Source: an optimization exercise on an open RTL-to-GDS flow (aim: a short achievable clock period and few clock cycles). Production flows keep margins and buffers that such runs may drop. The RTL was checked by simulation tests, not by an equivalence proof against the original design. No activity file was given, so power comes from the tool's default toggle rates.

**design.v**
```verilog
`timescale 1ns / 1ns
module br_cmp (
    input [31:0] a,
    input [31:0] b,
    input [2:0] f3,
    output reg taken
);
    wire eq = (a == b);
    wire lt = ($signed(a) < $signed(b));
    wire ltu = (a < b);
    always @(*) begin
        case (f3)
            3'b000:  taken = eq;
            3'b001:  taken = ~eq;
            3'b100:  taken = lt;
            3'b101:  taken = ~lt;
            3'b110:  taken = ltu;
            3'b111:  taken = ~ltu;
            default: taken = 1'b0;
        endcase
    end
endmodule
`timescale 1ns / 1ns
module ks_add #(
    parameter W = 32
) (
    input  [W-1:0] a,
    input  [W-1:0] b,
    output [W-1:0] s
);
    wire [W-1:0] ones = {W{1'b1}};
    wire [W-1:0] g0 = a & b;
    wire [W-1:0] p0 = a ^ b;
    wire [W-1:0] g1 = g0 | (p0 & (g0 << 1));
    wire [W-1:0] q1 = p0 & ((p0 << 1) | ~(ones << 1));
    wire [W-1:0] g2 = g1 | (q1 & (g1 << 2));
    wire [W-1:0] q2 = q1 & ((q1 << 2) | ~(ones << 2));
    wire [W-1:0] g3 = g2 | (q2 & (g2 << 4));
    wire [W-1:0] q3 = q2 & ((q2 << 4) | ~(ones << 4));
    wire [W-1:0] g4 = g3 | (q3 & (g3 << 8));
    wire [W-1:0] q4 = q3 & ((q3 << 8) | ~(ones << 8));
    wire [W-1:0] g5 = g4 | (q4 & (g4 << 16));
    wire [W-1:0] q5 = q4 & ((q4 << 16) | ~(ones << 16));
    wire [W-1:0] g6 = g5 | (q5 & (g5 << 32));
    assign s = p0 ^ (g6 << 1);
endmodule
`timescale 1ns / 1ns
module datapath (
    input clk,
    input rst,
    input [31:0] data_in,
    input [31:0] inst_in,
    output [1:0] read_en,
    output [1:0] write_en,
    output [31:0] data_addr,
    output [31:0] inst_addr,
    output [31:0] data_out
);
    wire stall;                  
    wire redirect;               
    wire [31:0] redirect_pc;
    reg [31:0] rf[1:31];
    reg [31:0] pc;
    assign inst_addr = pc;
    wire [6:0] f_opc = inst_in[6:0];
    wire [2:0] f_f3 = inst_in[14:12];
    wire f_jal = (f_opc == 7'b1101111);
    wire f_br = (f_opc == 7'b1100011);
    wire f_same = (inst_in[19:15] == inst_in[24:20]);
    reg f_hint;
    always @(*) begin
        case (f_f3)
            3'b000:  f_hint = f_same;                   
            3'b001:  f_hint = ~f_same;                  
            3'b100:  f_hint = ~f_same;                  
            3'b101:  f_hint = 1'b1;                     
            3'b110:  f_hint = ~f_same;                  
            3'b111:  f_hint = f_same | inst_in[31];     
            default: f_hint = 1'b0;
        endcase
    end
    wire f_take = f_jal | (f_br & (f_hint | (inst_in[31] & ~f_same)));
    wire [31:0] f_immb = {{20{inst_in[31]}}, inst_in[7], inst_in[30:25], inst_in[11:8], 1'b0};
    wire [31:0] f_immj = {{12{inst_in[31]}}, inst_in[19:12], inst_in[20], inst_in[30:21], 1'b0};
    wire [31:0] f_imm = inst_in[3] ? f_immj : f_immb;
    wire [31:0] f_target;
    ks_add #(.W(32)) f_add (.a(pc), .b(f_imm), .s(f_target));
    wire [31:0] pc_seq = stall ? pc : pc + 32'd4;
    wire [31:0] pc_fetch = (f_take & ~stall) ? f_target : pc_seq;
    always @(posedge clk) begin
        if (rst) pc <= 32'd0;
        else if (redirect) pc <= redirect_pc;
        else pc <= pc_fetch;
    end
    reg d_valid, d_pred;
    reg [31:0] d_ir, d_pc;
    always @(posedge clk) begin
        if (rst | redirect) d_valid <= 1'b0;
        else if (~stall) d_valid <= 1'b1;
        if (~stall) begin
            d_ir <= inst_in;
            d_pc <= pc;
            d_pred <= f_take;
        end
    end
    wire [6:0] d_opc = d_ir[6:0];
    wire [2:0] d_f3 = d_ir[14:12];
    wire [4:0] d_rs1 = d_ir[19:15];
    wire [4:0] d_rs2 = d_ir[24:20];
    wire [4:0] d_rd = d_ir[11:7];
    wire d_lui = (d_opc == 7'b0110111);
    wire d_auipc = (d_opc == 7'b0010111);
    wire d_jal = (d_opc == 7'b1101111);
    wire d_jalr = (d_opc == 7'b1100111);
    wire d_br = (d_opc == 7'b1100011);
    wire d_ld = (d_opc == 7'b0000011);
    wire d_st = (d_opc == 7'b0100011);
    wire d_opi = (d_opc == 7'b0010011);
    wire d_opr = (d_opc == 7'b0110011);
    wire d_use1 = d_jalr | d_br | d_ld | d_st | d_opi | d_opr;
    wire d_use2 = d_br | d_opr;          
    wire d_we = (d_lui | d_auipc | d_jal | d_jalr | d_ld | d_opi | d_opr) & (|d_rd);
    wire [31:0] d_immi = {{20{d_ir[31]}}, d_ir[31:20]};
    wire [31:0] d_imms = {{20{d_ir[31]}}, d_ir[31:25], d_ir[11:7]};
    wire [31:0] d_immb = {{20{d_ir[31]}}, d_ir[7], d_ir[30:25], d_ir[11:8], 1'b0};
    wire [31:0] d_immu = {d_ir[31:12], 12'b0};
    reg w_we;
    reg [4:0] w_rd;
    reg [31:0] w_data;
    wire [31:0] d_r1 = (d_rs1 == 5'd0) ? 32'd0 :
                       (w_we && w_rd == d_rs1) ? w_data : rf[d_rs1];
    wire [31:0] d_r2 = (d_rs2 == 5'd0) ? 32'd0 :
                       (w_we && w_rd == d_rs2) ? w_data : rf[d_rs2];
    wire [31:0] d_a = d_lui ? 32'd0 : d_auipc ? d_pc : d_r1;
    wire [31:0] d_b = (d_opr | d_br) ? d_r2 :
                      (d_lui | d_auipc) ? d_immu :
                      d_st ? d_imms : d_immi;
    wire [31:0] d_pc4 = d_pc + 32'd4;
    wire [31:0] d_alt = d_pred ? d_pc4 : d_pc + d_immb;
    reg e_we, e_ld;
    reg [4:0] e_rd;
    reg m_we;
    reg [4:0] m_rd;
    assign stall = d_valid & e_ld & e_we &
                   ((d_use1 & (d_rs1 == e_rd)) | (d_use2 & (d_rs2 == e_rd)));
    wire d_a_reg = d_use1 & (|d_rs1);
    wire d_b_reg = d_use2 & (|d_rs2);
    wire d_s_reg = d_st & (|d_rs2);
    wire e_hit1 = e_we & (e_rd == d_rs1);
    wire e_hit2 = e_we & (e_rd == d_rs2);
    wire m_hit1 = m_we & (m_rd == d_rs1);
    wire m_hit2 = m_we & (m_rd == d_rs2);
    wire d_alu = d_opi | d_opr;
    wire d_sub = (d_opr & d_f3 == 3'b000 & d_ir[30]) | (d_alu & (d_f3 == 3'b010 | d_f3 == 3'b011)) | d_br;
    wire d_link = d_jal | d_jalr;
    wire d_sel_add = ~d_link & (~d_alu | d_f3 == 3'b000);
    wire d_sel_sll = d_alu & d_f3 == 3'b001;
    wire d_sel_slt = d_alu & d_f3 == 3'b010;
    wire d_sel_sltu = d_alu & d_f3 == 3'b011;
    wire d_sel_xor = d_alu & d_f3 == 3'b100;
    wire d_sel_sr = d_alu & d_f3 == 3'b101;
    wire d_sel_or = d_alu & d_f3 == 3'b110;
    wire d_sel_and = d_alu & d_f3 == 3'b111;
    wire [1:0] d_rsize = (d_f3 == 3'b000 | d_f3 == 3'b100) ? 2'b01 :
                         (d_f3 == 3'b001 | d_f3 == 3'b101) ? 2'b10 :
                         (d_f3 == 3'b010) ? 2'b11 : 2'b00;
    wire [1:0] d_wsize = (d_f3 == 3'b000) ? 2'b01 :
                         (d_f3 == 3'b001) ? 2'b10 :
                         (d_f3 == 3'b010) ? 2'b11 : 2'b00;
    wire d_go = d_valid & ~stall & ~redirect;
    reg e_st, e_br, e_jalr, e_pred;
    reg [1:0] e_size;
    reg e_sign;
    reg [2:0] e_f3;
    reg e_sub, e_arith;
    reg e_sel_add, e_sel_sll, e_sel_slt, e_sel_sltu, e_sel_xor, e_sel_sr, e_sel_or, e_sel_and, e_sel_link;
    reg e_fa_e, e_fa_m, e_fb_e, e_fb_m, e_fs_e, e_fs_l, e_fs_m;
    reg [31:0] e_a, e_b, e_s, e_pc4, e_alt;
    always @(posedge clk) begin
        if (rst | ~d_go) begin
            e_we <= 1'b0;
            e_ld <= 1'b0;
            e_st <= 1'b0;
            e_br <= 1'b0;
            e_jalr <= 1'b0;
        end else begin
            e_we <= d_we;
            e_ld <= d_ld;
            e_st <= d_st;
            e_br <= d_br;
            e_jalr <= d_jalr;
        end
        e_rd <= d_rd;
        e_pred <= d_pred;
        e_size <= d_ld ? d_rsize : d_wsize;
        e_sign <= ~d_f3[2];
        e_f3 <= d_f3;
        e_sub <= d_sub;
        e_arith <= d_ir[30];
        e_sel_add <= d_sel_add;
        e_sel_sll <= d_sel_sll;
        e_sel_slt <= d_sel_slt;
        e_sel_sltu <= d_sel_sltu;
        e_sel_xor <= d_sel_xor;
        e_sel_sr <= d_sel_sr;
        e_sel_or <= d_sel_or;
        e_sel_and <= d_sel_and;
        e_sel_link <= d_link;
        e_fa_e <= d_a_reg & e_hit1;
        e_fa_m <= d_a_reg & ~e_hit1 & m_hit1;
        e_fb_e <= d_b_reg & e_hit2;
        e_fb_m <= d_b_reg & ~e_hit2 & m_hit2;
        e_fs_e <= d_s_reg & e_hit2 & ~e_ld;
        e_fs_l <= d_s_reg & e_hit2 & e_ld;
        e_fs_m <= d_s_reg & ~e_hit2 & m_hit2;
        e_a <= d_a;
        e_b <= d_b;
        e_s <= d_r2;
        e_pc4 <= d_pc4;
        e_alt <= d_alt;
    end
    reg [31:0] m_res;
    reg m_ld, m_sign;
    reg [1:0] m_rden, m_wren;
    wire [31:0] ld_ext;
    wire [31:0] a = e_fa_e ? m_res : e_fa_m ? w_data : e_a;
    wire [31:0] b = e_fb_e ? m_res : e_fb_m ? w_data : e_b;
    wire [31:0] s = e_fs_e ? m_res : e_fs_l ? ld_ext : e_fs_m ? w_data : e_s;
    wire [33:0] sum_x;
    ks_add #(.W(34)) alu_add (.a({1'b0, a, e_sub}), .b({1'b0, b ^ {32{e_sub}}, e_sub}), .s(sum_x));
    wire [32:0] sum = sum_x[33:1];
    wire ltu = ~sum[32];
    wire lt = (a[31] ^ b[31]) ? a[31] : sum[31];
    wire [31:0] sll = a << b[4:0];
    wire [32:0] sr33 = $signed({e_arith & a[31], a}) >>> b[4:0];
    wire [31:0] e_result =
        ({32{e_sel_add}} & sum[31:0]) |
        ({32{e_sel_sll}} & sll) |
        ({32{e_sel_slt}} & {31'd0, lt}) |
        ({32{e_sel_sltu}} & {31'd0, ltu}) |
        ({32{e_sel_xor}} & (a ^ b)) |
        ({32{e_sel_sr}} & sr33[31:0]) |
        ({32{e_sel_or}} & (a | b)) |
        ({32{e_sel_and}} & (a & b)) |
        ({32{e_sel_link}} & e_pc4);
    wire t_ee, t_em, t_er, t_me, t_mm, t_mr, t_re, t_rm, t_rr;
    br_cmp c_ee (.a(m_res),  .b(m_res),  .f3(e_f3), .taken(t_ee));
    br_cmp c_em (.a(m_res),  .b(w_data), .f3(e_f3), .taken(t_em));
    br_cmp c_er (.a(m_res),  .b(e_b),    .f3(e_f3), .taken(t_er));
    br_cmp c_me (.a(w_data), .b(m_res),  .f3(e_f3), .taken(t_me));
    br_cmp c_mm (.a(w_data), .b(w_data), .f3(e_f3), .taken(t_mm));
    br_cmp c_mr (.a(w_data), .b(e_b),    .f3(e_f3), .taken(t_mr));
    br_cmp c_re (.a(e_a),    .b(m_res),  .f3(e_f3), .taken(t_re));
    br_cmp c_rm (.a(e_a),    .b(w_data), .f3(e_f3), .taken(t_rm));
    br_cmp c_rr (.a(e_a),    .b(e_b),    .f3(e_f3), .taken(t_rr));
    wire e_fa_r = ~e_fa_e & ~e_fa_m;
    wire e_fb_r = ~e_fb_e & ~e_fb_m;
    wire taken = (e_fa_e & e_fb_e & t_ee) | (e_fa_e & e_fb_m & t_em) | (e_fa_e & e_fb_r & t_er) |
                 (e_fa_m & e_fb_e & t_me) | (e_fa_m & e_fb_m & t_mm) | (e_fa_m & e_fb_r & t_mr) |
                 (e_fa_r & e_fb_e & t_re) | (e_fa_r & e_fb_m & t_rm) | (e_fa_r & e_fb_r & t_rr);
    wire [31:0] j_e, j_m, j_r;
    ks_add #(.W(32)) j_add_e (.a(m_res), .b(e_b), .s(j_e));
    ks_add #(.W(32)) j_add_m (.a(w_data), .b(e_b), .s(j_m));
    ks_add #(.W(32)) j_add_r (.a(e_a), .b(e_b), .s(j_r));
    wire [31:0] j_target = e_fa_e ? j_e : e_fa_m ? j_m : j_r;
    assign redirect = (e_br & (taken ^ e_pred)) | e_jalr;
    assign redirect_pc = e_jalr ? {j_target[31:1], 1'b0} : e_alt;
    reg [31:0] m_sd;
    always @(posedge clk) begin
        if (rst) begin
            m_we <= 1'b0;
            m_ld <= 1'b0;
            m_rden <= 2'b00;
            m_wren <= 2'b00;
        end else begin
            m_we <= e_we;
            m_ld <= e_ld;
            m_rden <= e_ld ? e_size : 2'b00;
            m_wren <= e_st ? e_size : 2'b00;
        end
        m_rd <= e_rd;
        m_sign <= e_sign;
        m_res <= e_result;
        m_sd <= s;
    end
    assign data_addr = m_res;
    assign data_out = m_sd;
    assign read_en = m_rden;
    assign write_en = m_wren;
    assign ld_ext = (m_sign & m_rden == 2'b01) ? {{24{data_in[7]}}, data_in[7:0]} :
                    (m_sign & m_rden == 2'b10) ? {{16{data_in[15]}}, data_in[15:0]} :
                    data_in;
    always @(posedge clk) begin
        if (rst) w_we <= 1'b0;
        else w_we <= m_we;
        w_rd <= m_rd;
        w_data <= m_ld ? ld_ext : m_res;
    end
    always @(posedge clk) begin
        if (w_we) rf[w_rd] <= w_data;
    end
endmodule
```
**flow/run.sh**
```bash
#!/bin/bash
set -euo pipefail
MARGIN=7
sed -E "s/SETUP_SLACK_MARGIN=[0-9.]+/SETUP_SLACK_MARGIN=${MARGIN}/" standard.sh > standard_margin.sh
grep -q "SETUP_SLACK_MARGIN=${MARGIN}" standard_margin.sh
bash standard_margin.sh > make_finish.log 2>&1
```
**standard.sh**
```bash
#!/bin/bash
# synth_recipe.tcl (not shown) runs the flow's synth.tcl, then flattens the netlist and writes it again
# the make line also repeats each setting of config.mk as NAME=value (left out here)
make -C /OpenROAD-flow-scripts/flow DESIGN_CONFIG=/design/flow/config.mk WORK_HOME=/design/flow/orfs CLKGATE_MAP_FILE= SYNTH_SCRIPT=/design/flow/synth_recipe.tcl "${@:-finish}"
```
**config.mk**
```make
export PLATFORM = sky130hd
export DESIGN_NAME = datapath
export DESIGN_NICKNAME = datapath
export VERILOG_FILES = /design/flow/design.v
export SDC_FILE = /design/flow/constraint.sdc
export NUM_CORES = 4
export LEC_CHECK = 0
export ABC_CLOCK_PERIOD_IN_PS = 3000
export CAP_MARGIN = 20
export CORE_MARGIN = 2
export CORE_UTILIZATION = 40
export PLACE_DENSITY = 0.6
export SETUP_SLACK_MARGIN = 5
export SLEW_MARGIN = 20
```
**constraint.sdc**
```tcl
create_clock -name core_clock -period 10.0 [get_ports {clk}]
set_input_delay 2.0000 -clock core_clock [delete_from_list [all_inputs] [get_ports {clk}]]
set_output_delay 2.0000 -clock core_clock [all_outputs]
set_load 0.01 [all_outputs]
```
==> flow_metrics.env, run 1 <==
export IMPL_cts_tree="done"
export IMPL_layout_common_cells="edfxtp_1, mux4_2, buf_4"
export IMPL_fmax_ghz=0.228
export IMPL_tightest_slew_ns=1.29
export IMPL_die_area_um2=211000
export IMPL_yosysTopAreaCell="edfxtp_1"
export IMPL_cts_buffers=157
export IMPL_core_area_um2=207000
export IMPL_timing_setup_tns_ns=0
export IMPL_fillCellCount=17513
export IMPL_drv_cap=0
export IMPL_worstPathArrival_ns=5.05
export IMPL_slew_headroom_pct=13.7
export IMPL_synthFlopType="edfxtp_1"
export IMPL_dr_total_vias=68198
export IMPL_critical_path_buf_inv_count=2
export IMPL_totalWireLength_mm=362
export IMPL_startpoint="w_data[6]"
export IMPL_initial_core_util_pct=40.2
export IMPL_slew_viol_final=0
export IMPL_drt_iter0_drc=9278
export IMPL_worstSetupEndpointType="register"
export IMPL_overflow=0
export IMPL_synth_cells=6963
export IMPL_wire_per_inst_um=34.6
export IMPL_antenna_left=0
export IMPL_fin_worst_skew_ns=0.0795
export IMPL_drive_above_1_share_pct=33.2
export IMPL_cp_start_kind="register"
export IMPL_ys_warn_count=2
export IMPL_ys_seq_area_share_pct=46.7
export IMPL_firstDrtPassIters=8
export IMPL_crit_path_max_incr_delay_ns=0.49
export IMPL_die_w_um=459
export IMPL_path_delay_family="simple AND/OR/NAND/NOR gates"
export IMPL_syn_num_nets=7510
export IMPL_clkLatencyLatePin_ns=0.85
export IMPL_setup_worst_path_class="reg2reg"
export IMPL_p_per_area_nw_per_um2=190
export IMPL_final_common_cell="edfxtp_1"
export IMPL_grt_pass1_vias=65490
export IMPL_multiInputGateArea_um2=45700
export IMPL_cts_buffer_depth=3
export IMPL_grt_pass1_wl_mm=496
export IMPL_period_share_pct=43.8
export IMPL_synth_top_cell_area_share_pct=38.3
export IMPL_synth_edf_count=1057
export IMPL_drc=0
export IMPL_clk_pin_slew_ns=0.06
export IMPL_r2r_start="w_data[6]"
export IMPL_grt_usage_pct=33.1
export IMPL_fin_nets=8172
export IMPL_synth_seq_cells=1408
export IMPL_ys_async_sr_fraction_pct=0
export IMPL_syn_to_final_growth_pct=26.4
export IMPL_die_y_um=459
export IMPL_max_vdd_ir_drop_v=0.000190
export IMPL_required_ns=10.67
export IMPL_crit_chain="buf_4 > ha_1 > nand4_1 > or3_4 > nor3_4 > a21oi_1 > o2111ai_1 > or3_4 > o311ai_4 > or4_4 > o31a_4 > nor2_8 > buf_12 > o221ai_2 > a311oi_1"
export IMPL_hold_ws_ns=0.330
export IMPL_hpwl_mm=214
export IMPL_cts_max_level=4
export IMPL_cts_root_buf="clkbuf_16"
export IMPL_fp_row_count=167
export IMPL_cts_sinks=1408
export IMPL_grt_max_degree=69
export IMPL_critPathMaxFanout=7
export IMPL_finalSetupViolCount=0
export IMPL_final_hold_violation_count=0
export IMPL_total_power_mw=20.0
export IMPL_synthTopCellsByArea="edfxtp_1, mux4_2, dfxtp_1"
export IMPL_min_from="e_sign"
export IMPL_port_buffer_count=165
export IMPL_antenna_found_initial=21
export IMPL_vias_per_cell=6.52
export IMPL_fin_crit_ns=4.38
export IMPL_leakagePower_nw=38.2
export IMPL_cp_common_cell="or3_4"
export IMPL_synth_area_per_cell_um2=11.9
export IMPL_status="finished clean"
export IMPL_syn_area_um2=83000
export IMPL_yosysUniqueCellTypes=100
export IMPL_ios=166
export IMPL_hp_class="reg2reg"
export IMPL_rsz0062_at_grt="yes"
export IMPL_worst_path_max_delay_cell="or4_4"
export IMPL_gp_congestion=1.02
export IMPL_seqCellArea_um2=39300
-- through the flow --
step                utilization [%]  cells  setup WS (ns)  area [um2]
finish                         50.8  10460           5.62      105000
global placement               42.7   9526           3.78       88300
global route                   50.7  10456           5.58      105000
CTS                            49.4  10287           5.64      102000
detailed placement             42.7   9526           3.78       88300
floorplan                         -   6963           5.04       84000
-- worst register-to-register path, stage by stage, from the launching register on --
cell,delay [ns]
dfxtp_4,0.38
buf_4,0.21
ha_1,0.33
nand4_1,0.25
or3_4,0.44
nor3_4,0.30
a21oi_1,0.17
o2111ai_1,0.23
or3_4,0.17
o311ai_4,0.12
or4_4,0.49
o31a_4,0.38
nor2_8,0.22
buf_12,0.17
o221ai_2,0.09
a311oi_1,0.30
-- per-layer routing --
layer	track usage, %	wire, um	up-vias
met5	0	48	-
met4	22.2	30600	6
met3	7.35	38000	1049
met2	51.4	162000	4491
met1	41.4	131000	34402
li1	-	-	28250
-- repair_timing --
action | 4_1_cts | 5_1_grt
hold buffers | 0 | 0
buffers inserted | 442 | 152
setup endpoints to repair | 395 | 301
cloned | 39 | 11
gates resized for setup | 1473 | 343
pin swaps | 204 | 126
-- cells by family (layout without fill, tap and decap cells) --
kind of cell	count (synthesis)	in the layout	share of synthesized area, %
XOR/XNOR	252	252	2.66
adder cells (fa/ha/maj)	481	481	7.30
other	0	10	0
flip-flops	1408	1408	46.7
AND/OR/NAND/NOR	1553	1556	8.36
buffers and inverters	731	1511	3.53
multiplexers	825	825	18.0
AO/OA/AOI/OAI	1713	1713	13.4
-- power breakdown --
group	switching [mW]	total [mW]	internal, mW
Clock	2.59	5.88	3.29
Sequential	0.490	7.44	6.95
Combinational	3.98	6.66	2.68
Total	7.06	20.0	12.9
-- cell usage after synthesis (169+ instances only) --
library cell  count
a211oi_1        260
a21oi_1         489
clkbuf_1        324
dfxtp_1         351
edfxtp_1       1057
ha_1            476
inv_1           291
mux2i_1         256
mux4_2          532
nand2_1         526
nor2_1          545
o21ai_0         369
xnor2_1         169
-- final timing paths --
path / end / slack, ns / cells past startpoint
setup / recovery: pc[7] / 5.62 / 15
hold / removal: m_sign / 0.33 / 0
setup reg to reg: pc[7] / 5.62 / 15
hold reg to reg: m_sign / 0.33 / 0
-- layout make-up --
class | count | share of cell area (%)
Tap cell | 2704 | 3.23
Multi-Input combinational cell | 4827 | 43.6
Inverter | 294 | 1.14
Timing Repair Buffer | 937 | 9.64
Clock buffer | 192 | 3.92
Clock inverter | 88 | 0.966
Antenna cell | 10 | 0.0239
Sequential cell | 1408 | 37.5
-- state kept, by name, summed over array words and instances (netlist names), 2 cells and up, named ones only --
name,flops
rf,992
d_ir,32
d_pc,32
e_a,32
e_alt,32
e_b,32
e_s,32
m_res,32
m_sd,32
pc,32
w_data,32
e_pc4,31
e_rd,5
m_rd,5
w_rd,5
e_f3,3
e_size,2
m_rden,2
m_wren,2
Testbench counts, summed over its fixed seeds: cycles 93,449.
==> run 2, diff against run 1 <==
==> flow/run.sh (replaced) <==
#!/bin/bash
set -euo pipefail
MARGIN=7
sed -E "s/SETUP_SLACK_MARGIN=[0-9.]+/SETUP_SLACK_MARGIN=${MARGIN} MATCH_CELL_FOOTPRINT=0/" standard.sh > standard_margin.sh
grep -q "SETUP_SLACK_MARGIN=${MARGIN} MATCH_CELL_FOOTPRINT=0" standard_margin.sh
bash standard_margin.sh > make_finish.log 2>&1
==> run 2 against run 1 <==
Combinational power is 1% lower. Routed wire length is 1.4% higher. Worst setup slack worse by 0.067 ns. Clock skew is 0.0062 ns lower. Cell count hardly changed. Maximum frequency is 1.5% lower. Core utilization is 0.076 points lower. Synthesized area stayed put. Worst hold slack better by 0.020 ns. Largest power group unchanged.
==> flow_metrics.env, run 2 <==
export IMPL_status="finished clean"
export IMPL_grt_pass1_vias=65566
export IMPL_syn_to_final_growth_pct=26.2
export IMPL_port_buffer_count=165
export IMPL_cts_sinks=1408
export IMPL_synth_cells=6963
export IMPL_grt_max_degree=98
export IMPL_p_per_area_nw_per_um2=188
export IMPL_synth_area_per_cell_um2=11.9
export IMPL_ios=166
export IMPL_grt_usage_pct=33.5
export IMPL_layout_common_cells="edfxtp_1, mux4_2, nand2_1"
export IMPL_cts_tree="done"
export IMPL_syn_num_nets=7510
export IMPL_fmax_ghz=0.225
export IMPL_largest_reg_flops=992
export IMPL_regMostFlops="rf"
export IMPL_clk_pin_slew_ns=0.07
export IMPL_hpwl_mm=218
export IMPL_timing_setup_tns_ns=0
export IMPL_yosysUniqueCellTypes=100
export IMPL_worstSetupEndpointType="register"
export IMPL_syn_area_um2=83000
export IMPL_core_area_um2=207000
export IMPL_fin_crit_ns=4.45
export IMPL_totalWireLength_mm=367
export IMPL_synthFlopType="edfxtp_1"
export IMPL_setup_worst_path_class="reg2reg"
export IMPL_finalSetupViolCount=0
export IMPL_required_ns=10.72
export IMPL_antenna_found_initial=21
export IMPL_synth_top_cells_by_count="edfxtp_1, nor2_1, mux4_2"
export IMPL_drive_above_1_share_pct=32.6
export IMPL_final_hold_violation_count=0
export IMPL_yosysTopAreaCell="edfxtp_1"
export IMPL_cts_hold_buf=0
export IMPL_clkLatencyLatePin_ns=0.85
export IMPL_ys_seq_area_share_pct=46.7
export IMPL_critPathMaxFanout=12
export IMPL_instances_no_fill=10452
export IMPL_period_share_pct=44.5
export IMPL_rsz0062_at_grt="yes"
export IMPL_overflow=0
export IMPL_cts_max_level=4
export IMPL_cts_root_buf="clkbuf_16"
export IMPL_synth_top_cell_area_share_pct=38.3
export IMPL_slew_viol_final=0
export IMPL_ys_async_sr_fraction_pct=0
export IMPL_synth_edf_count=1057
export IMPL_slew_headroom_pct=14.7
export IMPL_yosysMostFrequentCell="edfxtp_1"
export IMPL_die_y_um=459
export IMPL_wire_per_inst_um=35.1
export IMPL_total_power_mw=19.7
export IMPL_die_area_um2=211000
export IMPL_worstPathArrival_ns=5.17
export IMPL_drc=0
export IMPL_cts_buffer_depth=3
export IMPL_antenna_left=0
export IMPL_cts_buffers=157
export IMPL_final_common_cell="edfxtp_1"
export IMPL_gp_congestion=1.02
export IMPL_hp_class="reg2reg"
export IMPL_fp_row_count=167
export IMPL_dr_total_vias=68020
export IMPL_die_w_um=459
export IMPL_fin_nets=8153
export IMPL_synth_seq_cells=1408
export IMPL_cp_start_kind="register"
export IMPL_fin_worst_skew_ns=0.0733
export IMPL_synthTopCellsByArea="edfxtp_1, mux4_2, dfxtp_1"
export IMPL_drt_iter0_drc=8742
export IMPL_grt_pass1_wl_mm=500
export IMPL_leakagePower_nw=38.3
export IMPL_drv_cap=0
export IMPL_placedCellCount=9534
export IMPL_initial_core_util_pct=40.2
export IMPL_ys_warn_count=2
export IMPL_tightest_slew_ns=1.24
export IMPL_vias_per_cell=6.51
export IMPL_firstDrtPassIters=6
export IMPL_max_vdd_ir_drop_v=0.000213
## run 2: cell counts after synthesis
Identical to the previous run, type by type.
## run 2: worst paths after layout
kind / from / end / slack [ns] / depth (start not counted)
setup / recovery: e_b[6] / pc[19] / 5.55 / 16
hold / removal: e_sign / m_sign / 0.35 / 0
setup reg to reg: e_b[6] / pc[19] / 5.55 / 16
hold reg to reg: e_sign / m_sign / 0.35 / 0
## run 2: what timing repair did
action	4_1_cts	5_1_grt
setup endpoints to repair	389	396
gates cloned	59	17
setup buffers	393	148
resized for setup	1318	371
pin swaps	204	185
## run 2: layout make-up
cell class,instances,area [um2]
Antenna cell,13,32.5
Clock buffer,202,4260
Clock inverter,86,747
Fill cell,17632,102000
Inverter,294,1180
Multi-Input combinational cell,4829,45600
Sequential cell,1408,39300
Tap cell,2704,3380
Timing Repair Buffer,915,10200
Timing Repair inverter,1,11.3
## run 2: metal layers
metal  wire, um  GRT usage (%)  up-vias
met1     134000           42.1    34540
met3      34600           5.79     1026
met5         43              0        -
met4      31300           22.7        8
li1           -              -    28255
met2     167000           53.0     4191
## run 2: through the flow
stage | util, % | instance area [um2] | hold slack, ns | setup slack [ns]
after floorplan | - | 83900 | 0.310 | 5.06
after CTS | 49.2 | 102000 | 0.353 | 5.62
final | 50.7 | 105000 | 0.350 | 5.55
after global placement | 42.8 | 88400 | 0.320 | 3.64
after global routing | 50.7 | 105000 | 0.359 | 5.49
after detailed placement | 42.8 | 88400 | 0.314 | 3.69
## run 2: power breakdown
group          total [mW]  switching (mW)  leakage (nW)  internal, mW
registers            7.41           0.462          12.6          6.95
logic                6.58            3.98          23.2          2.60
clock network        5.74            2.57          2.43          3.17
## run 2: cell families (layout without fill, tap and decap cells)
kind of cell	after synthesis	count (layout)	synth area share, %
fa+ha+maj	481	481	7.30
buf+inv	731	1498	3.53
mux	825	825	18.0
flops	1408	1408	46.7
xor+xnor	252	252	2.66
simple gates	1553	1558	8.36
other cells	0	13	0
compound gates	1713	1713	13.4
## run 2: critical path, stage by stage (launching register included)
cell and delay [ns]:
dfxtp_2 0.39, inv_1 0.12, ha_2 0.41, nand4_1 0.20, or4_4 0.59, o221ai_4 0.31
a21oi_4 0.12, mux2_2 0.27, o311ai_2 0.12, or4_4 0.56, buf_6 0.15, o31ai_4 0.28
buf_6 0.16, nand2_8 0.05, buf_12 0.15, a211o_1 0.23, a311oi_1 0.25
==> run 3, diff against run 2 <==
--- a/design.v
+++ b/design.v
@@ -57,8 +57,10 @@
     output [31:0] data_out
 );
     wire stall;                  
-    wire redirect;               
+    wire mispredict;             
     wire [31:0] redirect_pc;
+    reg redirect;                
+    reg [31:0] redirect_q;
     reg [31:0] rf[1:31];
     reg [31:0] pc;
     assign inst_addr = pc;
@@ -82,14 +84,15 @@
     wire f_take = f_jal | (f_br & (f_hint | (inst_in[31] & ~f_same)));
     wire [31:0] f_immb = {{20{inst_in[31]}}, inst_in[7], inst_in[30:25], inst_in[11:8], 1'b0};
     wire [31:0] f_immj = {{12{inst_in[31]}}, inst_in[19:12], inst_in[20], inst_in[30:21], 1'b0};
-    wire [31:0] f_imm = inst_in[3] ? f_immj : f_immb;
-    wire [31:0] f_target;
-    ks_add #(.W(32)) f_add (.a(pc), .b(f_imm), .s(f_target));
+    wire [31:0] f_targb, f_targj;
+    ks_add #(.W(32)) f_add_b (.a(pc), .b(f_immb), .s(f_targb));
+    ks_add #(.W(32)) f_add_j (.a(pc), .b(f_immj), .s(f_targj));
+    wire [31:0] f_target = inst_in[3] ? f_targj : f_targb;
     wire [31:0] pc_seq = stall ? pc : pc + 32'd4;
     wire [31:0] pc_fetch = (f_take & ~stall) ? f_target : pc_seq;
     always @(posedge clk) begin
         if (rst) pc <= 32'd0;
-        else if (redirect) pc <= redirect_pc;
+        else if (redirect) pc <= redirect_q;
         else pc <= pc_fetch;
     end
     reg d_valid, d_pred;
@@ -263,8 +266,13 @@
     ks_add #(.W(32)) j_add_m (.a(w_data), .b(e_b), .s(j_m));
     ks_add #(.W(32)) j_add_r (.a(e_a), .b(e_b), .s(j_r));
     wire [31:0] j_target = e_fa_e ? j_e : e_fa_m ? j_m : j_r;
-    assign redirect = (e_br & (taken ^ e_pred)) | e_jalr;
+    assign mispredict = ((e_br & (taken ^ e_pred)) | e_jalr) & ~redirect;
     assign redirect_pc = e_jalr ? {j_target[31:1], 1'b0} : e_alt;
+    always @(posedge clk) begin
+        if (rst) redirect <= 1'b0;
+        else redirect <= mispredict;
+        redirect_q <= redirect_pc;
+    end
     reg [31:0] m_sd;
     always @(posedge clk) begin
         if (rst) begin
@@ -273,10 +281,10 @@
             m_rden <= 2'b00;
             m_wren <= 2'b00;
         end else begin
-            m_we <= e_we;
-            m_ld <= e_ld;
-            m_rden <= e_ld ? e_size : 2'b00;
-            m_wren <= e_st ? e_size : 2'b00;
+            m_we <= e_we & ~redirect;
+            m_ld <= e_ld & ~redirect;
+            m_rden <= (e_ld & ~redirect) ? e_size : 2'b00;
+            m_wren <= (e_st & ~redirect) ? e_size : 2'b00;
         end
         m_rd <= e_rd;
         m_sign <= e_sign;
==> run 3 against run 2 <==
Still clean on timing, DRC and antenna. Final area increased by 1.4%. Combinational power is 4.7% lower. Clock-buffer cell count decreased by 4. Power grew 2.1%. Critical endpoint is now redirect.
==> flow_metrics.env, run 3 <==
export IMPL_status="finished clean"
export IMPL_ys_async_sr_fraction_pct=0
export IMPL_cts_sinks=1441
export IMPL_cts_hold_buf=0
export IMPL_antenna_found_initial=20
export IMPL_dr_total_vias=68615
export IMPL_regMostFlops="rf"
export IMPL_cts_tree="done"
export IMPL_grt_pass1_wl_mm=505
export IMPL_tightest_slew_ns=1.29
export IMPL_hp_class="reg2reg"
export IMPL_worstPathArrival_ns=4.63
export IMPL_period_share_pct=38.6
export IMPL_antenna_left=0
export IMPL_syn_area_um2=84900
export IMPL_fillCellCount=18347
export IMPL_path_delay_family="simple AND/OR/NAND/NOR gates"
export IMPL_synth_simple_area_share_pct=8.18
export IMPL_clkLatencyLatePin_ns=0.85
export IMPL_final_common_cell="edfxtp_1"
export IMPL_cts_buffers=159
export IMPL_fin_worst_skew_ns=0.0308
export IMPL_fin_crit_ns=3.86
export IMPL_drt_iter0_drc=9139
export IMPL_yosysMostFrequentCell="edfxtp_1"
export IMPL_comb_power_share_pct=31.1
export IMPL_multiInputGateArea_um2=47500
export IMPL_layout_common_cells="edfxtp_1, mux4_2, nand2_1"
export IMPL_slew_headroom_pct=13.6
export IMPL_fin_nets=8225
export IMPL_syn_to_final_growth_pct=25.1
export IMPL_critical_path_buf_inv_count=2
export IMPL_synth_seq_cells=1441
export IMPL_drc=0
export IMPL_synth_area_per_cell_um2=11.9
export IMPL_hpwl_mm=230
export IMPL_core_area_um2=211000
export IMPL_cts_root_buf="clkbuf_16"
export IMPL_p_switching_mw=7.18
export IMPL_ios=166
export IMPL_synth_top_family_by_area="multiplexers"
export IMPL_synth_cells=7111
export IMPL_fmax_ghz=0.259
export IMPL_worst_path_max_delay_cell="or4b_4"
export IMPL_synth_xor_area_share_pct=2.62
export IMPL_cp_start_kind="register"
export IMPL_cts_buffer_depth=3
export IMPL_leakagePower_nw=38.7
export IMPL_syn_num_nets=7672
export IMPL_totalWireLength_mm=366
export IMPL_vias_per_cell=6.46
export IMPL_gp_congestion=0.993
export IMPL_clkPwrFrac_pct=29.4
export IMPL_firstDrtPassIters=6
export IMPL_crit_chain="buf_12 > buf_4 > ha_4 > nand4_1 > or4b_4 > a31o_1 > o211ai_1 > xnor2_1 > a211o_1 > a311o_2 > or4_1 > nand3_1"
export IMPL_clk_pin_slew_ns=0.06
export IMPL_finalSetupViolCount=0
export IMPL_synthFlopType="edfxtp_1"
export IMPL_grt_max_degree=68
export IMPL_cts_max_level=4
export IMPL_synth_edf_count=1057
export IMPL_timing_setup_tns_ns=0
export IMPL_grt_usage_pct=32.8
export IMPL_ys_seq_area_share_pct=46.5
export IMPL_switching_share_pct=35.6
export IMPL_crit_path_max_incr_delay_ns=0.62
export IMPL_worstSetupEndpointType="register"
export IMPL_die_y_um=465
export IMPL_synth_mux_area_share_pct=18.6
export IMPL_p_per_area_nw_per_um2=190
export IMPL_final_hold_violation_count=0
export IMPL_fp_row_count=169
export IMPL_die_w_um=465
export IMPL_drv_cap=0
export IMPL_rsz0062_at_grt="yes"
export IMPL_wire_per_inst_um=34.5
export IMPL_overflow=0
export IMPL_slew_viol_final=0
export IMPL_synthTopCellsByArea="edfxtp_1, mux4_2, dfxtp_1"
export IMPL_final_util_pct=50.2
export IMPL_yosysUniqueCellTypes=93
export IMPL_port_buffer_count=165
export IMPL_synthAdderAreaFrac_pct=7.35
export IMPL_critPathMaxFanout=7
export IMPL_largest_reg_flops=992
export IMPL_p_seq_share_pct=39.5
export IMPL_p_int_mw=13.0
export IMPL_drive_above_1_share_pct=32.7
export IMPL_initial_core_util_pct=40.1
export IMPL_synth_top_cells_by_count="edfxtp_1, mux4_2, nor2_1"
export IMPL_yosysTopAreaCell="edfxtp_1"
export IMPL_grt_pass1_vias=66295
export IMPL_die_area_um2=216000
export IMPL_max_vdd_ir_drop_v=0.000217
export IMPL_setup_worst_path_class="reg2reg"
export IMPL_synth_top_cell_area_share_pct=37.4
export IMPL_required_ns=10.78
export IMPL_seqCellArea_um2=39900
export IMPL_synth_compound_area_share_pct=13.3
export IMPL_ys_warn_count=2
-- run 3: path summary, 6_finish.rpt --
| kind | from | endpoint | slack [ns] | depth (start not counted) |
|---|---|---|---|---|
| max | m_res[31] | redirect | 6.14 | 12 |
| min reg2reg | e_sign | m_sign | 0.33 | 0 |
| max reg2reg | m_res[31] | redirect | 6.14 | 12 |
| min | e_sign | m_sign | 0.33 | 0 |
-- run 3: kinds of logic after synthesis --
kind of cell / Yosys count
and+or+nand+nor: 1533
buffers and inverters: 748
muxes: 909
xor gates and xnor gates: 254
DFF: 1441
AOI/OAI and AO/OA: 1731
adders and majority gates: 495
-- run 3: through the flow --
stage | total power [mW] | setup WS, ns | hold slack (ns) | instances | instance area, um2
6_report | 20.1 | 6.14 | 0.331 | 10624 | 106000
5_1_grt | 20.8 | 6.06 | 0.334 | 10619 | 106000
4_1_cts | 19.7 | 6.20 | 0.333 | 10510 | 104000
3_5_place_dp | 12.6 | 4.56 | 0.319 | 9788 | 90600
3_3_place_gp | 12.6 | 4.58 | 0.315 | 9787 | 90500
2_1_floorplan | 10.6 | 5.69 | 0.310 | 7111 | 86000
-- run 3: final cells by class --
cell class	count	share of cell area, %
antenna	10	0.0236
clock buffer	198	4.08
clock inverter	92	0.800
inverter	309	1.18
multi-input combinational	4924	44.8
sequential	1441	37.6
tap	2821	3.32
timing repair buffer	827	8.19
timing repair inverter	2	0.0200
-- run 3: worst register-to-register path, cell delays in order, from the launching register on --
cell and delay (ns):
dfxtp_4 0.35, buf_12 0.15, buf_4 0.15, ha_4 0.36
nand4_1 0.22, or4b_4 0.63, a31o_1 0.29, o211ai_1 0.24
xnor2_1 0.17, a211o_1 0.28, a311o_2 0.46, or4_1 0.42
nand3_1 0.07
-- run 3: routing by layer --
layer | track usage (%) | vias to the layer above | share of wire [%]
met5 | 0 | - | 0.0085
met4 | 20.7 | 4 | 7.6
met3 | 4.85 | 967 | 8.7
met2 | 51.8 | 4054 | 46
met1 | 42.4 | 34920 | 38
li1 | - | 28670 | -
-- run 3: power groups by stage --
stage | combinational, mW | sequential [mW] | clock (mW)
2_1_floorplan | 2.89 | 7.74 | 0
3_3_place_gp | 4.25 | 8.36 | 0
3_5_place_dp | 4.25 | 8.38 | 0
4_1_cts | 5.79 | 7.92 | 5.97
5_1_grt | 6.58 | 7.96 | 6.21
6_report | 6.27 | 7.95 | 5.92
-- run 3: repair_timing --
action | in CTS | in global routing
cloned | 33 | 11
endpoints found under the setup margin | 431 | 287
gates resized for setup | 1467 | 281
pin swaps | 275 | 184
setup buffers | 399 | 93
Testbench counts of run 3, summed over its fixed seeds: cycles 96,728.
==> run 4, diff against run 3 <==
==> flow/run.sh (replaced) <==
#!/bin/bash
set -euo pipefail
MARGIN=6.3
sed -E "s/SETUP_SLACK_MARGIN=[0-9.]+/SETUP_SLACK_MARGIN=${MARGIN} MATCH_CELL_FOOTPRINT=0/" standard.sh > standard_margin.sh
grep -q "SETUP_SLACK_MARGIN=${MARGIN} MATCH_CELL_FOOTPRINT=0" standard_margin.sh
bash standard_margin.sh > make_finish.log 2>&1
==> run 4 against run 3 <==
Sequential share of layout area grew 1.8 points. Clock power grew 2%. Synthesized area stayed put. Worst hold slack worse by 0.0036 ns. Critical path depth down 1. Critical path type unchanged. Non-clock buffer count shrank 283. Core utilization shrank 2.5 points. Critical endpoint unchanged. Power decreased by 3.1%. Worst setup slack got worse by 0.036 ns. Sequential power is 6.2% lower. Largest power group unchanged.
==> flow_metrics.env, run 4 <==
export IMPL_tightest_slew_ns=1.20
export IMPL_cts_buffers=158
export IMPL_grt_pass1_vias=64106
export IMPL_grt_usage_pct=30.7
export IMPL_synth_mux_area_share_pct=18.6
export IMPL_synthTopCellsByArea="edfxtp_1, mux4_2, dfxtp_1"
export IMPL_die_area_um2=216000
export IMPL_hp_class="reg2reg"
export IMPL_regMostFlops="rf"
export IMPL_overflow=0
export IMPL_die_w_um=465
export IMPL_synthFlopType="edfxtp_1"
export IMPL_grt_max_degree=99
export IMPL_ys_seq_area_share_pct=46.5
export IMPL_cp_start_kind="register"
export IMPL_firstDrtPassIters=8
export IMPL_fin_nets=7939
export IMPL_p_per_area_nw_per_um2=193
export IMPL_leakagePower_nw=37.6
export IMPL_timing_setup_tns_ns=0
export IMPL_drive_above_1_share_pct=22.8
export IMPL_die_y_um=465
export IMPL_cts_tree="done"
export IMPL_worstSetupEndpointType="register"
export IMPL_final_hold_violation_count=0
export IMPL_slew_viol_final=0
export IMPL_port_buffer_count=165
export IMPL_cts_root_buf="clkbuf_16"
export IMPL_rsz0062_at_grt="yes"
export IMPL_yosysMostFrequentCell="edfxtp_1"
export IMPL_hpwl_mm=226
export IMPL_synth_compound_area_share_pct=13.3
export IMPL_syn_area_um2=84900
export IMPL_cts_max_level=4
export IMPL_final_common_cell="edfxtp_1"
export IMPL_gp_congestion=1.01
export IMPL_cts_sinks=1441
export IMPL_placedCellCount=9819
export IMPL_ys_warn_count=2
export IMPL_synth_seq_cells=1441
export IMPL_synth_top_cell_area_share_pct=37.4
export IMPL_yosysTopAreaCell="edfxtp_1"
export IMPL_synthAdderAreaFrac_pct=7.35
export IMPL_totalWireLength_mm=344
export IMPL_setup_worst_path_class="reg2reg"
export IMPL_final_util_pct=47.7
export IMPL_critPathMaxFanout=6
export IMPL_antenna_found_initial=21
export IMPL_cts_hold_buf=0
export IMPL_synth_top_family_by_area="multiplexers"
export IMPL_ios=166
export IMPL_synth_edf_count=1057
export IMPL_worstPathArrival_ns=4.67
export IMPL_clkLatencyLatePin_ns=0.89
export IMPL_synth_top_cells_by_count="edfxtp_1, mux4_2, nor2_1"
export IMPL_dp_slack_ns=4.59
export IMPL_drc=0
export IMPL_syn_to_final_growth_pct=18.9
export IMPL_wl_met1_mm=131
export IMPL_fp_row_count=169
export IMPL_max_vdd_ir_drop_v=0.000192
export IMPL_wire_per_inst_um=33.3
export IMPL_status="finished clean"
export IMPL_clk_pin_slew_ns=0.06
export IMPL_drt_iter0_drc=8341
export IMPL_wl_met2_mm=160
export IMPL_fmax_ghz=0.257
export IMPL_cts_buffer_depth=3
export IMPL_finalSetupViolCount=0
export IMPL_vias_per_cell=6.41
export IMPL_synth_area_per_cell_um2=11.9
export IMPL_synth_simple_area_share_pct=8.18
export IMPL_synth_cells=7111
export IMPL_fin_crit_ns=3.89
export IMPL_ys_async_sr_fraction_pct=0
export IMPL_fillCellCount=18792
export IMPL_wl_met3_mm=28.3
export IMPL_top_layer="met5"
export IMPL_slew_headroom_pct=19.6
export IMPL_synth_xor_area_share_pct=2.62
export IMPL_fin_ws_ns=6.11
export IMPL_grt_pass1_wl_mm=477
export IMPL_largest_reg_flops=992
export IMPL_syn_num_nets=7672
export IMPL_drv_cap=0
export IMPL_required_ns=10.78
export IMPL_layout_common_cells="edfxtp_1, mux4_2, nand2_1"
export IMPL_instances_no_fill=10333
export IMPL_antenna_left=0
export IMPL_period_share_pct=38.9
export IMPL_dr_total_vias=66210
export IMPL_multiInputGateArea_um2=45100
export IMPL_yosysUniqueCellTypes=93
export IMPL_initial_core_util_pct=40.1
export IMPL_fin_worst_skew_ns=0.0590
export IMPL_core_area_um2=211000
export IMPL_seqCellArea_um2=39800
-- run 4: cell counts after synthesis --
No cell type changed its count.
-- run 4: power breakdown --
group          leakage [nW]  switching (mW)  internal [mW]
combinational          22.2            3.78           2.26
clock                  2.53            2.66           3.36
sequential             12.9           0.373           7.09
-- run 4: cell families after synthesis --
| group | count (synthesis) |
|---|---|
| muxes | 909 |
| and+or+nand+nor | 1533 |
| AOI/OAI and AO/OA | 1731 |
| xor gates and xnor gates | 254 |
| buffers and inverters | 748 |
| adders and majority gates | 495 |
| DFF | 1441 |
-- run 4: worst paths after layout --
path,cells after the start,endpoint,startpoint,slack [ns]
worst min register to register,0,m_sign,e_sign,0.33
worst max register to register,11,redirect,e_b[27],6.11
worst max-delay path,11,redirect,e_b[27],6.11
worst min-delay path,0,m_sign,e_sign,0.33
-- run 4: area by class of cell --
| type | count | area share (%) |
|---|---|---|
| multi-input cells | 4924 | 44.7 |
| flip-flops and latches | 1441 | 39.4 |
| repair buffers | 544 | 6.02 |
| clock buffers | 193 | 4.12 |
| well taps | 2821 | 3.50 |
| inverters | 309 | 1.20 |
| clock inverters | 90 | 1.07 |
| diodes | 11 | 0.0273 |
-- run 4: critical path: stages (launching register included) --
cell	delay, ns
dfxtp_2	0.46
inv_1	0.20
ha_4	0.37
nand4_2	0.13
or4b_4	0.64
a31o_1	0.29
o211ai_1	0.21
xnor2_1	0.17
a211o_1	0.28
a311o_2	0.45
or4_1	0.55
nand3_1	0.08
-- run 4: what timing repair did --
item,in CTS,in global routing
gates cloned,16,13
pin swaps,52,116
setup endpoints to repair,321,94
gates resized for setup,538,284
setup buffers,99,92
-- run 4: routing by layer --
| layer | global-route usage, % | vias to the layer above |
|---|---|---|
| met5 | 0 | - |
| met4 | 19.1 | 2 |
| met1 | 39.1 | 33628 |
| li1 | - | 28107 |
| met3 | 4.70 | 832 |
| met2 | 49.1 | 3641 |
-- run 4: per-stage QoR --
step / power (mW) / cell area, um2 / hold slack, ns
after floorplan: 10.5 / 85500 / 0.310
final: 19.5 / 101000 / 0.328
after global routing: 20.2 / 101000 / 0.345
after global placement: 12.5 / 90400 / 0.315
after detailed placement: 12.6 / 90400 / 0.313
after CTS: 19.0 / 98700 / 0.329
==> run 5, diff against run 4 <==
==> flow/run.sh (replaced) <==
#!/bin/bash
set -euo pipefail
MARGIN=7
sed -E "s/SETUP_SLACK_MARGIN=[0-9.]+/SETUP_SLACK_MARGIN=${MARGIN} MATCH_CELL_FOOTPRINT=0/" standard.sh > standard_margin.sh
grep -q "SETUP_SLACK_MARGIN=${MARGIN} MATCH_CELL_FOOTPRINT=0" standard_margin.sh
bash standard_margin.sh > make_finish.log 2>&1
--- a/config.mk
+++ b/config.mk
@@ -5,7 +5,7 @@
 export SDC_FILE = /design/flow/constraint.sdc
 export NUM_CORES = 4
 export LEC_CHECK = 0
-export ABC_CLOCK_PERIOD_IN_PS = 3000
+export ABC_CLOCK_PERIOD_IN_PS = 2000
 export CAP_MARGIN = 20
 export CORE_MARGIN = 2
 export CORE_UTILIZATION = 40
==> run 5 against run 4 <==
Via count is 3.6% higher. Worst hold slack better by 0.0036 ns. Still clean. Cell count is 2.8% higher. Final area is 5.2% higher.
==> flow_metrics.env, run 5 <==
export IMPL_ys_async_sr_fraction_pct=0
export IMPL_cts_buffers=159
export IMPL_synth_top_cells_by_count="edfxtp_1, mux4_2, nor2_1"
export IMPL_regMostFlops="rf"
export IMPL_crit_path_max_incr_delay_ns=0.62
export IMPL_dr_total_vias=68615
export IMPL_drive_above_1_share_pct=32.7
export IMPL_ys_warn_count=2
export IMPL_final_common_cell="edfxtp_1"
export IMPL_fmax_ghz=0.259
export IMPL_fin_ws_ns=6.14
export IMPL_fillCellCount=18347
export IMPL_grt_pass1_vias=66295
export IMPL_worstPathArrival_ns=4.63
export IMPL_clkPwrFrac_pct=29.4
export IMPL_totalWireLength_mm=366
export IMPL_min_from="e_sign"
export IMPL_finalSetupViolCount=0
export IMPL_synth_seq_cells=1441
export IMPL_vias_per_cell=6.46
export IMPL_slew_viol_final=0
export IMPL_wl_met1_mm=139
export IMPL_grt_max_degree=68
export IMPL_worst_path_max_delay_cell="or4b_4"
export IMPL_rsz0062_at_grt="yes"
export IMPL_placedCellCount=9788
export IMPL_wire_per_inst_um=34.5
export IMPL_cts_max_level=4
export IMPL_p_per_area_nw_per_um2=190
export IMPL_cp_start_kind="register"
export IMPL_critPathMaxFanout=7
export IMPL_ys_seq_area_share_pct=46.5
export IMPL_worstSetupEndpointType="register"
export IMPL_syn_area_um2=84900
export IMPL_synth_edf_count=1057
export IMPL_timing_setup_tns_ns=0
export IMPL_p_int_mw=13.0
export IMPL_reg2regPathDepth=12
export IMPL_largest_reg_flops=992
export IMPL_tightest_slew_ns=1.29
export IMPL_synth_cells=7111
export IMPL_yosysUniqueCellTypes=93
export IMPL_port_buffer_count=165
export IMPL_yosysTopAreaCell="edfxtp_1"
export IMPL_r2r_end="redirect"
export IMPL_p_seq_share_pct=39.5
export IMPL_core_area_um2=211000
export IMPL_synthFlopType="edfxtp_1"
export IMPL_final_util_pct=50.2
export IMPL_comb_power_share_pct=31.1
export IMPL_grt_pass1_wl_mm=505
export IMPL_antenna_found_initial=20
export IMPL_hp_class="reg2reg"
export IMPL_top_layer="met5"
export IMPL_layout_common_cells="edfxtp_1, mux4_2, nand2_1"
export IMPL_setup_worst_path_class="reg2reg"
export IMPL_firstDrtPassIters=6
export IMPL_synth_area_per_cell_um2=11.9
export IMPL_required_ns=10.78
export IMPL_max_vdd_ir_drop_v=0.000217
export IMPL_overflow=0
export IMPL_synthTopCellsByArea="edfxtp_1, mux4_2, dfxtp_1"
export IMPL_gp_congestion=0.993
export IMPL_grt_usage_pct=32.8
export IMPL_initial_core_util_pct=40.1
export IMPL_wl_met3_mm=31.9
export IMPL_slew_headroom_pct=13.6
export IMPL_ios=166
export IMPL_synth_top_cell_area_share_pct=37.4
export IMPL_drv_cap=0
export IMPL_hold_end="m_sign"
export IMPL_instances_no_fill=10624
export IMPL_period_share_pct=38.6
export IMPL_switching_share_pct=35.6
export IMPL_yosysMostFrequentCell="edfxtp_1"
export IMPL_clk_pin_slew_ns=0.06
export IMPL_fp_row_count=169
export IMPL_drt_iter0_drc=9139
export IMPL_critical_path_buf_inv_count=2
export IMPL_die_w_um=465
export IMPL_path_delay_family="simple AND/OR/NAND/NOR gates"
export IMPL_leakagePower_nw=38.7
export IMPL_cts_root_buf="clkbuf_16"
export IMPL_die_area_um2=216000
export IMPL_ff2ff_setup_slack_ns=6.14
export IMPL_r2r_start="m_res[31]"
export IMPL_drc=0
export IMPL_die_y_um=465
export IMPL_hpwl_mm=230
export IMPL_cts_tree="done"
export IMPL_fin_worst_skew_ns=0.0308
export IMPL_cts_buffer_depth=3
export IMPL_fin_nets=8225
export IMPL_cts_sinks=1441
export IMPL_wl_met2_mm=167
export IMPL_fin_crit_ns=3.86
export IMPL_syn_num_nets=7672
export IMPL_final_hold_violation_count=0
export IMPL_p_switching_mw=7.18
export IMPL_clkLatencyLatePin_ns=0.85
export IMPL_crit_chain="buf_12 > buf_4 > ha_4 > nand4_1 > or4b_4 > a31o_1 > o211ai_1 > xnor2_1 > a211o_1 > a311o_2 > or4_1 > nand3_1"
export IMPL_hold_path_cell_count=0
export IMPL_dp_slack_ns=4.56
export IMPL_syn_to_final_growth_pct=25.1
export IMPL_antenna_left=0
export IMPL_status="finished clean"
## run 5: cell counts after synthesis
Identical to the previous run, type by type.
## run 5: logic make-up (layout without fill, tap and decap cells)
| kind of cell | count (synthesis) | in the layout | share of synthesized area, % |
|---|---|---|---|
| fa+ha+maj | 495 | 495 | 7.35 |
| flops | 1441 | 1441 | 46.5 |
| mux | 909 | 909 | 18.6 |
| other cells | 0 | 10 | 0 |
| buf+inv | 748 | 1428 | 3.40 |
| compound gates | 1731 | 1731 | 13.3 |
| xor+xnor | 254 | 254 | 2.62 |
| simple gates | 1533 | 1535 | 8.18 |
## run 5: power groups by stage
stage	logic, mW	registers [mW]	clock network, mW
finish	6.27	7.95	5.92
CTS	5.79	7.92	5.97
global route	6.58	7.96	6.21
floorplan	2.89	7.74	0
detailed placement	4.25	8.38	0
global placement	4.25	8.36	0
## run 5: area by class of cell
| type | count | area [um2] | share of cell area (%) |
|---|---|---|---|
| repair buffers | 827 | 8690 | 8.19 |
| diodes | 10 | 25.0 | 0.0236 |
| repair inverters | 2 | 21.3 | 0.0200 |
| multi-input cells | 4924 | 47500 | 44.8 |
| flip-flops and latches | 1441 | 39900 | 37.6 |
| inverters | 309 | 1250 | 1.18 |
| well taps | 2821 | 3530 | 3.32 |
| clock buffers | 198 | 4330 | 4.08 |
| clock inverters | 92 | 850 | 0.800 |
## run 5: how the worst max path moves through the flow
stage | end | slack (ns) | depth (start not counted) | start
global route | m_res[29] | 6.06 | 16 | e_fb_m
detailed placement | pc[29] | 4.56 | 11 | inst_in[19]
CTS | pc[31] | 6.20 | 14 | inst_in[21]
floorplan | pc[29] | 5.69 | 13 | inst_in[21]
global placement | pc[29] | 4.58 | 11 | inst_in[19]
finish | redirect | 6.14 | 12 | m_res[31]
## run 5: per-layer routing
| layer | GRT usage [%] | vias up |
|---|---|---|
| li1 | - | 28670 |
| met1 | 42.4 | 34920 |
| met2 | 51.8 | 4054 |
| met3 | 4.85 | 967 |
| met4 | 20.7 | 4 |
| met5 | 0 | - |
## run 5: what timing repair did
action	4_1_cts	5_1_grt
setup buffers	399	93
hold buffers	0	0
setup endpoints to repair	431	287
cloned	33	11
resized for setup	1467	281
pin swaps	275	184
## run 5: metrics by stage
stage / power [mW] / hold WS, ns / area, um2
floorplan: 10.6 / 0.310 / 86000
detailed placement: 12.6 / 0.319 / 90600
CTS: 19.7 / 0.333 / 104000
finish: 20.1 / 0.331 / 106000
global placement: 12.6 / 0.315 / 90500
global route: 20.8 / 0.334 / 106000
==> run 6, diff against run 5 <==
==> config.mk (replaced) <==
export PLATFORM = sky130hd
export DESIGN_NAME = datapath
export DESIGN_NICKNAME = datapath
export VERILOG_FILES = /design/flow/design.v
export SDC_FILE = /design/flow/constraint.sdc
export NUM_CORES = 4
export LEC_CHECK = 0
export ABC_CLOCK_PERIOD_IN_PS = 3000
export CAP_MARGIN = 20
export CORE_MARGIN = 2
export CORE_UTILIZATION = 45
export PLACE_DENSITY = 0.65
export SETUP_SLACK_MARGIN = 5
export SLEW_MARGIN = 20
==> run 6 against run 5 <==
Routed wire length decreased by 0.93%. Clock power increased by 1%. Still clean on timing, DRC and antenna. Die area down 11%. Critical path type unchanged.
==> flow_metrics.env, run 6 <==
export IMPL_cts_buffers=157
export IMPL_antenna_found_initial=22
export IMPL_synth_simple_area_share_pct=8.18
export IMPL_slew_headroom_pct=15.5
export IMPL_grt_pass1_vias=67011
export IMPL_synth_top_cells_by_count="edfxtp_1, mux4_2, nor2_1"
export IMPL_cts_hold_buf=0
export IMPL_dpl_instance_area_um2=90000
export IMPL_cts_buffer_depth=3
export IMPL_setup_worst_path_class="reg2reg"
export IMPL_timing_setup_tns_ns=0
export IMPL_layout_common_cells="edfxtp_1, mux4_2, buf_4"
export IMPL_gp_congestion=1.03
export IMPL_ys_async_sr_fraction_pct=0
export IMPL_synth_edf_count=1057
export IMPL_worst_path_max_delay_cell="dfxtp_4"
export IMPL_ys_warn_count=2
export IMPL_vias_per_cell=6.78
export IMPL_reg2regPathDepth=20
export IMPL_syn_area_um2=84900
export IMPL_port_buffer_count=165
export IMPL_overflow=0
export IMPL_cp_num_cells=20
export IMPL_drt_iter0_drc=9629
export IMPL_dr_total_vias=70328
export IMPL_leakagePower_nw=39.2
export IMPL_clkLatencyLatePin_ns=0.84
export IMPL_die_area_um2=192000
export IMPL_final_hold_violation_count=0
export IMPL_worstSetupEndpointType="register"
export IMPL_rsz0062_at_grt="yes"
export IMPL_max_vdd_ir_drop_v=0.000152
export IMPL_synthAdderAreaFrac_pct=7.35
export IMPL_fp_row_count=159
export IMPL_cts_sinks=1441
export IMPL_wire_per_inst_um=35.0
export IMPL_grt_usage_pct=36.2
export IMPL_cts_tree="done"
export IMPL_drive_above_1_share_pct=33.1
export IMPL_antenna_left=0
export IMPL_cts_max_level=4
export IMPL_syn_num_nets=7672
export IMPL_instances_no_fill=10378
export IMPL_tightest_slew_ns=1.26
export IMPL_design_area_um2=107000
export IMPL_largest_reg_flops=992
export IMPL_synth_seq_cells=1441
export IMPL_yosysMostFrequentCell="edfxtp_1"
export IMPL_hpwl_mm=216
export IMPL_synth_cells=7111
export IMPL_drc=0
export IMPL_die_y_um=438
export IMPL_firstDrtPassIters=10
export IMPL_fin_worst_skew_ns=0.0545
export IMPL_path_delay_family="compound AO/OA/AOI/OAI gates"
export IMPL_dp_slack_ns=4.65
export IMPL_required_ns=10.71
export IMPL_critPathMaxFanout=6
export IMPL_cp_start_kind="register"
export IMPL_hp_class="reg2reg"
export IMPL_hold_ws_ns=0.328
export IMPL_p_per_area_nw_per_um2=191
export IMPL_clk_pin_slew_ns=0.06
export IMPL_crit_path_max_incr_delay_ns=0.44
export IMPL_synth_mux_area_share_pct=18.6
export IMPL_period_share_pct=39.9
export IMPL_cp_common_cell="a21o_1"
export IMPL_critical_path_buf_inv_count=5
export IMPL_grt_pass1_wl_mm=496
export IMPL_ys_seq_area_share_pct=46.5
export IMPL_drv_cap=0
export IMPL_yosysTopAreaCell="edfxtp_1"
export IMPL_synth_area_per_cell_um2=11.9
export IMPL_finalSetupViolCount=0
export IMPL_synth_top_cell_area_share_pct=37.4
export IMPL_fmax_ghz=0.251
export IMPL_status="finished clean"
export IMPL_crit_chain="clkbuf_16 > buf_4 > mux2i_1 > nor2_1 > a21oi_2 > xnor2_1 > ha_1 > buf_6 > a21o_1 > a21o_1 > a21o_1 > a31oi_4 > o31ai_4 > buf_12 > buf_8 > a31o_4 > a21oi_4 > a21oi_2 > xor2_1 > a221o_1"
export IMPL_grt_max_degree=65
export IMPL_yosysUniqueCellTypes=93
export IMPL_regMostFlops="rf"
export IMPL_core_area_um2=188000
export IMPL_synth_xor_area_share_pct=2.62
export IMPL_total_power_mw=20.4
export IMPL_final_common_cell="edfxtp_1"
export IMPL_initial_core_util_pct=45.2
export IMPL_syn_to_final_growth_pct=26.0
export IMPL_cts_root_buf="clkbuf_16"
export IMPL_fin_crit_ns=3.99
export IMPL_fin_ws_ns=6.01
export IMPL_synth_compound_area_share_pct=13.3
export IMPL_worstPathArrival_ns=4.69
export IMPL_ios=166
export IMPL_hold_path_cell_count=0
export IMPL_final_util_pct=57.0
export IMPL_placedCellCount=9446
export IMPL_synthTopCellsByArea="edfxtp_1, mux4_2, dfxtp_1"
export IMPL_synthFlopType="edfxtp_1"
export IMPL_synth_top_family_by_area="multiplexers"
export IMPL_slew_viol_final=0
export IMPL_fin_nets=8301
export IMPL_die_w_um=438
export IMPL_totalWireLength_mm=363
-- run 6: cell count changes in the layout (fill, tap and decap cells not counted), sizes merged --
| cell | before | now |
|---|---|---|
| buf | 730 | 800 |
| bufinv | 8 | 12 |
| and3 | 37 | 36 |
| diode | 10 | 12 |
| dlymetal6s2s | 10 | 11 |
| clkbuf | 248 | 260 |
| clkinv | 72 | 61 |
| inv | 306 | 310 |
| clkinvlp | 17 | 15 |
| o21a | 54 | 55 |
-- run 6: worst paths after layout --
| check | to | slack [ns] | from |
|---|---|---|---|
| worst max-delay path | m_res[24] | 6.01 | e_fb_m |
| worst min register to register | m_sign | 0.33 | e_sign |
| worst max register to register | m_res[24] | 6.01 | e_fb_m |
| worst min-delay path | m_sign | 0.33 | e_sign |
-- run 6: worst reg2reg max path, stage by stage (launching register included) --
cell and delay, ns:
dfxtp_4 0.44, clkbuf_16 0.18, buf_4 0.11, mux2i_1 0.17, nor2_1 0.08, a21oi_2 0.20
xnor2_1 0.10, ha_1 0.36, buf_6 0.13, a21o_1 0.19, a21o_1 0.21, a21o_1 0.21
a31oi_4 0.19, o31ai_4 0.10, buf_12 0.15, buf_8 0.13, a31o_4 0.26, a21oi_4 0.15
a21oi_2 0.08, xor2_1 0.14, a221o_1 0.29
-- run 6: timing repair --
item,4_1_cts,5_1_grt
buffers inserted,402,175
gates resized for setup,1383,375
pin swaps,279,256
setup endpoints to repair,440,281
cloned,44,9
-- run 6: kinds of logic after synthesis --
family                     after synthesis
xor gates and xnor gates               254
AOI/OAI and AO/OA                     1731
buffers and inverters                  748
muxes                                  909
DFF                                   1441
adders and majority gates              495
and+or+nand+nor                       1533
-- run 6: cell type report --
cell class	instances	area, um2
multi-input cells	4924	47600
well taps	2495	3120
flip-flops and latches	1441	40000
clock inverters	87	940
inverters	309	1240
repair inverters	2	27.5
diodes	12	30.0
fillers	14954	80700
repair buffers	905	9730
clock buffers	203	4300
-- run 6: power breakdown --
group,switching [mW],internal (mW),leakage [nW]
combinational,3.94,2.69,23.8
clock,2.61,3.38,2.53
sequential,0.706,7.13,12.9
total,7.25,13.2,39.2
-- run 6: per-layer routing --
metal	vias to the layer above	wire [um]	track usage [%]
met5	-	27	0
met3	1201	39900	7.33
met4	4	30400	23.6
met2	5120	164000	57.1
li1	28844	-	-
met1	35159	128000	45.3

re-timing with driven ports:
The results above use ideal ports. As a check the final layouts listed here were re-extracted and re-timed, cells and wires unchanged.
Step 1 sets driving cells, clkbuf_16 on the clock port and buf_2 on the other inputs (assumed; they add their load-dependent delay and slew).
Step 2 also shifts input and output timing later by t, the mid clock arrival at the registers, as if the neighbouring blocks saw the same clock.
Slacks: ideal / step 1 / step 2; pairs: ideal / step 1.
| run | shift t [ns] | setup slack, ns | worst setup path at the end | worst data-port slew with drivers (ns) |
|---|---|---|---|---|
| run 1 | 0.895 | 5.617 / 5.617 / 4.829 | input to register | 0.06 |
| run 2 | 0.893 | 5.549 / 5.549 / 4.746 | input to register | 0.06 |
| run 3 | 0.919 | 6.144 / 6.144 / 5.344 | input to register | 0.11 |
| run 4 | 0.943 | 6.108 / 6.108 / 5.224 | input to register | 0.08 |
| run 5 | 0.919 | 6.144 / 6.144 / 5.344 | input to register | 0.11 |
| run 6 | 0.901 | 6.012 / 6.012 / 5.370 | input to register | 0.10 |
After both steps setup and hold are still met in every run listed. The setup slack of run 4, which loses most, moves by 0.000 ns with the drivers and by -0.884 ns with both steps.
